From an optimization exercise on the open Yosys and OpenROAD flow, aimed at small area and a short achievable clock period; shortcuts taken in it are not production practice. Function was checked by simulation only, so behaviour that the tests miss may differ from the original.

==> fjord: inputs <==
## FFT_R4_16p
module FFT_R4_16p (
    input wire clk, reset,
    input wire in_valid,
    input wire signed [31:0] in_data_real,
    input wire signed [31:0] in_data_im,
    output wire out_valid,
    output wire signed [31:0] bf2_output_0_real, bf2_output_1_real, bf2_output_2_real, bf2_output_3_real,
    output wire signed [31:0] bf2_output_0_im, bf2_output_1_im, bf2_output_2_im, bf2_output_3_im
);
export LEC_CHECK = 0
export ABC_AREA = 1
export CAP_MARGIN = 50
export CORE_MARGIN = 2
export CORE_UTILIZATION = 40
export CTS_CLUSTER_DIAMETER = 60
export CTS_CLUSTER_SIZE = 30
export PLACE_DENSITY = 0.45
export SLEW_MARGIN = 20
create_clock -name core_clock -period 100.0 [get_ports {clk}]
standard.sh (not shown) runs the stock make flow with config.mk's settings and CLKGATE_MAP_FILE= SYNTH_SCRIPT=/design/flow/synth_recipe.tcl, a recipe that flattens the netlist after the stock synthesis.
==> flow/flow/run.sh <==
#!/bin/bash
# Own layout flow: the standard flow (standard.sh, with the standard
# synthesis unchanged), with two changes to how the layout is made:
#  - the port buffers are buf_4 cells instead of the resizer's default pick;
#  - timing repair (floorplan, CTS, global route) works to a setup slack
#    margin, so that it speeds up the slowest paths although the 100 ns
#    clock is met anyway. The SDC (clock period, I/O delays) is the standard flow's.
# Each tool's full output goes to a log file in this folder.
set -euo pipefail
export BUFFER_PORTS_ARGS="-buffer_cell sky130_fd_sc_hd__buf_4"
export SETUP_SLACK_MARGIN=78.4
bash standard.sh synth > synth.log 2>&1
bash standard.sh > layout.log 2>&1
==> pepper: changes against fjord <==
--- a/flow/design.v
+++ b/flow/design.v
@@ -1,135 +1,53 @@
-module radd #(parameter W = 8, parameter K = 2) (input [W-1:0] a, input [W-1:0] b, input ci, output [W-1:0] s, output co);
-  localparam N = (W + K - 1) / K;
-  wire [N:0] c;
-  assign c[0] = ci;
-  genvar i;
-  generate for (i = 0; i < N; i = i + 1) begin : g
-    localparam L = (i == N-1) ? (W - K*(N-1)) : K;
-    assign {c[i+1], s[i*K +: L]} = {1'b0, a[i*K +: L]} + {1'b0, b[i*K +: L]} + {{L{1'b0}}, c[i]};
-  end endgenerate
-  assign co = c[N];
-endmodule
-module cmpgt31(input [30:0] a, input [30:0] b, output gt);
-  wire [31:0] aa = {1'b0, a}, bb = {1'b0, b};
-  wire [3:0] g, e;
-  genvar k;
-  generate for (k = 0; k < 4; k = k + 1) begin : blk
-    wire [7:0] x = aa[8*k+7:8*k], y = bb[8*k+7:8*k];
-    wire [7:0] d; wire co;
-    radd #(8) r(.a(x), .b(~y), .ci(1'b0), .s(d), .co(co));    
-    assign g[k] = co;
-    assign e[k] = (x == y);
-  end endgenerate
-  assign gt = g[3] | (e[3] & (g[2] | (e[2] & (g[1] | (e[1] & g[0])))));
-endmodule
-module csel3 (input [24:0] a, input [24:0] b, input ci, output [24:0] s);
-  wire c8, c16;
-  wire [7:0] s1a, s1b; wire c1a, c1b;
-  wire [8:0] s2a, s2b; wire c2a, c2b;
-  radd #(8) lo(.a(a[7:0]), .b(b[7:0]), .ci(ci), .s(s[7:0]), .co(c8));
-  radd #(8) m0(.a(a[15:8]), .b(b[15:8]), .ci(1'b0), .s(s1a), .co(c1a));
-  radd #(8) m1(.a(a[15:8]), .b(b[15:8]), .ci(1'b1), .s(s1b), .co(c1b));
-  radd #(9) h0(.a(a[24:16]), .b(b[24:16]), .ci(1'b0), .s(s2a), .co(c2a));
-  radd #(9) h1(.a(a[24:16]), .b(b[24:16]), .ci(1'b1), .s(s2b), .co(c2b));
-  assign s[15:8] = c8 ? s1b : s1a;
-  assign c16 = c8 ? c1b : c1a;
-  assign s[24:16] = c16 ? s2b : s2a;
-endmodule
-module csel2 #(parameter L = 13, parameter H = 12) (input [L+H-1:0] a, input [L+H-1:0] b, input ci, output [L+H-1:0] s);
-  wire cl; wire [H-1:0] s0, s1; wire c0, c1;
-  radd #(L) lo(.a(a[L-1:0]), .b(b[L-1:0]), .ci(ci), .s(s[L-1:0]), .co(cl));
-  radd #(H) h0(.a(a[L+H-1:L]), .b(b[L+H-1:L]), .ci(1'b0), .s(s0), .co(c0));
-  radd #(H) h1(.a(a[L+H-1:L]), .b(b[L+H-1:L]), .ci(1'b1), .s(s1), .co(c1));
-  assign s[L+H-1:L] = cl ? s1 : s0;
-endmodule
-module fadd (
-    input  wire [31:0] a,
-    input  wire [31:0] b,
-    input  wire        sub,
-    output wire [31:0] r
-);
-  wire        sa = a[31];
-  wire        sb = b[31] ^ sub;
-  wire [30:0] dummy0;
-  wire        gt;
-  radd #(31) cmp(.a(a[30:0]), .b(~b[30:0]), .ci(1'b0), .s(dummy0), .co(gt));
-  wire [30:0] big = gt ? a[30:0] : b[30:0];
-  wire [22:0] smm = gt ? b[22:0] : a[22:0];
-  wire [30:23] sml;
-  wire [7:0]  se = gt ? b[30:23] : a[30:23];
-  wire [7:0]  d; wire dco1;
-  radd #(8) ed0(.a(big[30:23]), .b(~se), .ci(1'b1), .s(d), .co(dco1));
-  wire [23:0] al  = (|d[7:5]) ? 24'd0 : ({1'b1, smm} >> d[4:0]);
-  wire        es  = sa ^ sb;
-  wire [24:0] s; wire sco;
-  csel2 #(13,12) ad(.a({2'b01, big[22:0]}), .b({1'b0, al} ^ {25{es}}), .ci(es), .s(s));
-  wire        z16 = ~|s[24:9];
-  wire [24:0] n1  = z16 ? {s[8:0], 16'd0} : s;
-  wire        z8  = ~|n1[24:17];
-  wire [24:0] n2  = z8 ? {n1[16:0], 8'd0} : n1;
-  wire        z4  = ~|n2[24:21];
-  wire [24:0] n3  = z4 ? {n2[20:0], 4'd0} : n2;
-  wire        z2  = ~|n3[24:23];
-  wire [24:0] n4  = z2 ? {n3[22:0], 2'd0} : n3;
-  wire        z1  = ~n4[24];
-  wire [24:0] n5  = z1 ? {n4[23:0], 1'd0} : n4;
-  wire [4:0]  z   = {z16, z8, z4, z2, z1};
-  wire [9:0]  ed; wire edco;
-  radd #(10) ed1(.a({2'b00, big[30:23]}), .b(~{5'd0, z}), .ci(1'b1), .s(ed), .co(edco));
-  wire [9:0]  ee = ed + 10'd1;
-  wire [30:0] mag = ee[9] ? 31'd0 : {ee[7:0], n5[23:1]};
-  wire zero = ~|s;
-  wire sign = sa ^ (~gt & es);
-  assign r = zero ? 32'd0 : {sign, mag};
-endmodule
 module fadd_a (
     input  wire [31:0] a,
     input  wire [31:0] b,
     input  wire        sub,
     output wire [33:0] m
 );
-  wire        sa = a[31];
-  wire        sb = b[31] ^ sub;
-  wire [30:0] dummy0;
-  wire        gt;
-  radd #(31) cmp(.a(a[30:0]), .b(~b[30:0]), .ci(1'b0), .s(dummy0), .co(gt));
+  wire        sa  = a[31];
+  wire        sb  = b[31] ^ sub;
+  wire        gt  = (a[30:23] > b[30:23]) | ((a[30:23] == b[30:23]) & (a[22:0] > b[22:0]));
   wire [30:0] big = gt ? a[30:0] : b[30:0];
   wire [22:0] smm = gt ? b[22:0] : a[22:0];
-  wire [7:0]  se = gt ? b[30:23] : a[30:23];
-  wire [7:0]  d; wire dco1;
-  radd #(8) ed0(.a(big[30:23]), .b(~se), .ci(1'b1), .s(d), .co(dco1));
-  wire [23:0] al = (|d[7:5]) ? 24'd0 : ({1'b1, smm} >> d[4:0]);
-  wire        es = sa ^ sb;
-  wire [24:0] s; wire sco;
-  radd #(25) ad(.a({2'b01, big[22:0]}), .b({1'b0, al} ^ {25{es}}), .ci(es), .s(s), .co(sco));
+  wire [7:0]  se  = gt ? b[30:23] : a[30:23];
+  wire [7:0]  d   = big[30:23] - se;
+  wire [23:0] al  = (|d[7:5]) ? 24'd0 : ({1'b1, smm} >> d[4:0]);
+  wire        es  = sa ^ sb;
+  wire [24:0] s   = {2'b01, big[22:0]} + ({1'b0, al} ^ {25{es}}) + {24'd0, es};
   assign m = {sa ^ (~gt & es), big[30:23], s};
 endmodule
 module fadd_b (
     input  wire [33:0] m,
     output wire [31:0] r
 );
-  wire [24:0] s = m[24:0];
-  wire [7:0]  eb = m[32:25];
+  wire [24:0] s   = m[24:0];
   wire        z16 = ~|s[24:9];
   wire [24:0] n1  = z16 ? {s[8:0], 16'd0} : s;
   wire        z8  = ~|n1[24:17];
   wire [24:0] n2  = z8 ? {n1[16:0], 8'd0} : n1;
   wire        z4  = ~|n2[24:21];
   wire [24:0] n3  = z4 ? {n2[20:0], 4'd0} : n2;
   wire        z2  = ~|n3[24:23];
   wire [24:0] n4  = z2 ? {n3[22:0], 2'd0} : n3;
   wire        z1  = ~n4[24];
   wire [24:0] n5  = z1 ? {n4[23:0], 1'd0} : n4;
-  wire [4:0]  z   = {z16, z8, z4, z2, z1};
-  wire [9:0]  ed; wire edco;
-  radd #(10) ed1(.a({2'b00, eb}), .b(~{5'd0, z}), .ci(1'b1), .s(ed), .co(edco));
-  wire [9:0]  ee = ed + 10'd1;
+  wire [9:0]  ee  = {2'b00, m[32:25]} + 10'd1 - {5'd0, z16, z8, z4, z2, z1};
   wire [30:0] mag = ee[9] ? 31'd0 : {ee[7:0], n5[23:1]};
   assign r = (~|s) ? 32'd0 : {m[33], mag};
 endmodule
+module fadd (
+    input  wire [31:0] a,
+    input  wire [31:0] b,
+    input  wire        sub,
+    output wire [31:0] r
+);
+  wire [33:0] m;
+  fadd_a u_a(.a(a), .b(b), .sub(sub), .m(m));
+  fadd_b u_b(.m(m), .r(r));
+endmodule
 module fmul (
     input  wire [31:0] a,
     input  wire [31:0] b,
     output wire [31:0] r
 );
   wire [13:0] ma = {1'b1, a[22:10]};
==> flow/flow/run.sh (replaced) <==
#!/bin/bash
# Own layout flow: the standard flow (standard.sh) with these changes to
# how the layout is made:
#  - synthesis is ORFS's, run through synth_recipe.tcl as standard (so
#    -nofsm -noshare, flattening and renaming as standard), with two
#    changes to the mapping of the combinational logic: ABC uses
#    flow/abc_area.script (area-oriented amap) instead of ORFS's
#    abc_area.script, and adders keep Yosys's default carry network
#    (SYNTH_OPERATIONS_ARGS set, so no Kogge-Stone -extra-map). Registers
#    are mapped before either step, as in the standard synthesis, so they
#    keep their names, count and cell types;
#  - the port buffers are buf_4 cells instead of the resizer's default pick;
#  - timing repair (floorplan, CTS, global route) works to a setup slack
#    margin, so that it speeds up the slowest paths although the 100 ns
#    clock is met anyway. The SDC (clock period, I/O delays) is the standard flow's.
# Each tool's full output goes to a log file in this folder.
set -euo pipefail
HERE=$(pwd)
rm -rf "$HERE/scripts_abc"
cp -r "$FLOW_HOME/scripts" "$HERE/scripts_abc"
cp "$HERE/flow/abc_area.script" "$HERE/scripts_abc/abc_area.script"
SCRIPTS_DIR="$HERE/scripts_abc" SYNTH_OPERATIONS_ARGS="-nofsm" bash standard.sh synth > synth.log 2>&1
export BUFFER_PORTS_ARGS="-buffer_cell sky130_fd_sc_hd__buf_4"
export SETUP_SLACK_MARGIN=78.4
bash standard.sh > layout.log 2>&1
==> flow/flow/abc_area.script (new file) <==
&get -n
&st
&syn3
&dch -f
&put
amap
strash
dch -f
amap
topo
stime -c
buffer -c
upsize -c
dnsize -c
==> flow/config.mk (replaced) <==
export PLATFORM = sky130hd
export DESIGN_NAME = FFT_R4_16p
export DESIGN_NICKNAME = FFT_R4_16p
export VERILOG_FILES = /design/flow/design.v
export SDC_FILE = /design/flow/constraint.sdc
export NUM_CORES = 8
export LEC_CHECK = 0
export ABC_AREA = 1
export CAP_MARGIN = 20
export CORE_MARGIN = 2
export CORE_UTILIZATION = 55
export CTS_CLUSTER_DIAMETER = 60
export CTS_CLUSTER_SIZE = 30
export GPL_TIMING_DRIVEN = 0
export PLACE_DENSITY = 0.6
export SLEW_MARGIN = 20
==> qor summary <==
metric	pepper	fjord
Outcome	complete, but fails checks	timing/DRC/antenna clean
Violated checks	max-capacitance violations	-
Starting Density	0.5520	0.4019
Worst relative slew slack	-0.06368	0.4430
Number of fillers in the final layout	25630	43950
Hold Crit Endpoint	r2_2[27]	y3_3[4]
Final design instance area without fill	172900 um2	188600 um2
Count of standard-cell rows	196	237
Fraction of the yosys area taken by sequential cells	0.3007	0.2820
Number of violations of the max-capacitance limit	1	0
Worst slew pin tran	1.596 ns	0.8268 ns
Met3 routed WL	83650 um	36320 um
Post-synthesis net count	21630	25900
Area share of xor/xnor cells in the synthesized design	0.0007244	0.03646
Period utilization	0.2164	0.2157
Cells resized by post-CTS repair	75	397
Proportion of cell area occupied by multi-input gates	0.5682	0.5585

-- re-timing with driven ports --
The flow's constraints put no driver on any port. The routed layouts listed below were extracted and timed again, unchanged, in two steps. Step 1 (the two cells are an assumption about what drives the block):
set clk [get_ports {clk}]
set_driving_cell -lib_cell sky130_fd_sc_hd__clkbuf_16 $clk
set_driving_cell -lib_cell sky130_fd_sc_hd__buf_2 [delete_from_list [all_inputs] $clk]
Step 2 moves the port delays by t, midway between the first and last clock arrival at a register: inputs arrive t later, outputs are due t later. That takes back most of the time a late clock gives input paths. Three values: no drivers, after step 1, after step 2; two values: the first two.
run | t (ns) | setup slack, ns | slew at the worst register clock pin (ns) | worst data-port slew with drivers (ns) | cell pins on the clock port's net
fjord | 1.088 | 78.431 / 78.312 / 78.730 | 0.10 / 0.10 | 0.14 | 1
pepper | 1.036 | 78.356 / 78.236 / 79.003 | 0.11 / 0.11 | 0.08 | 1
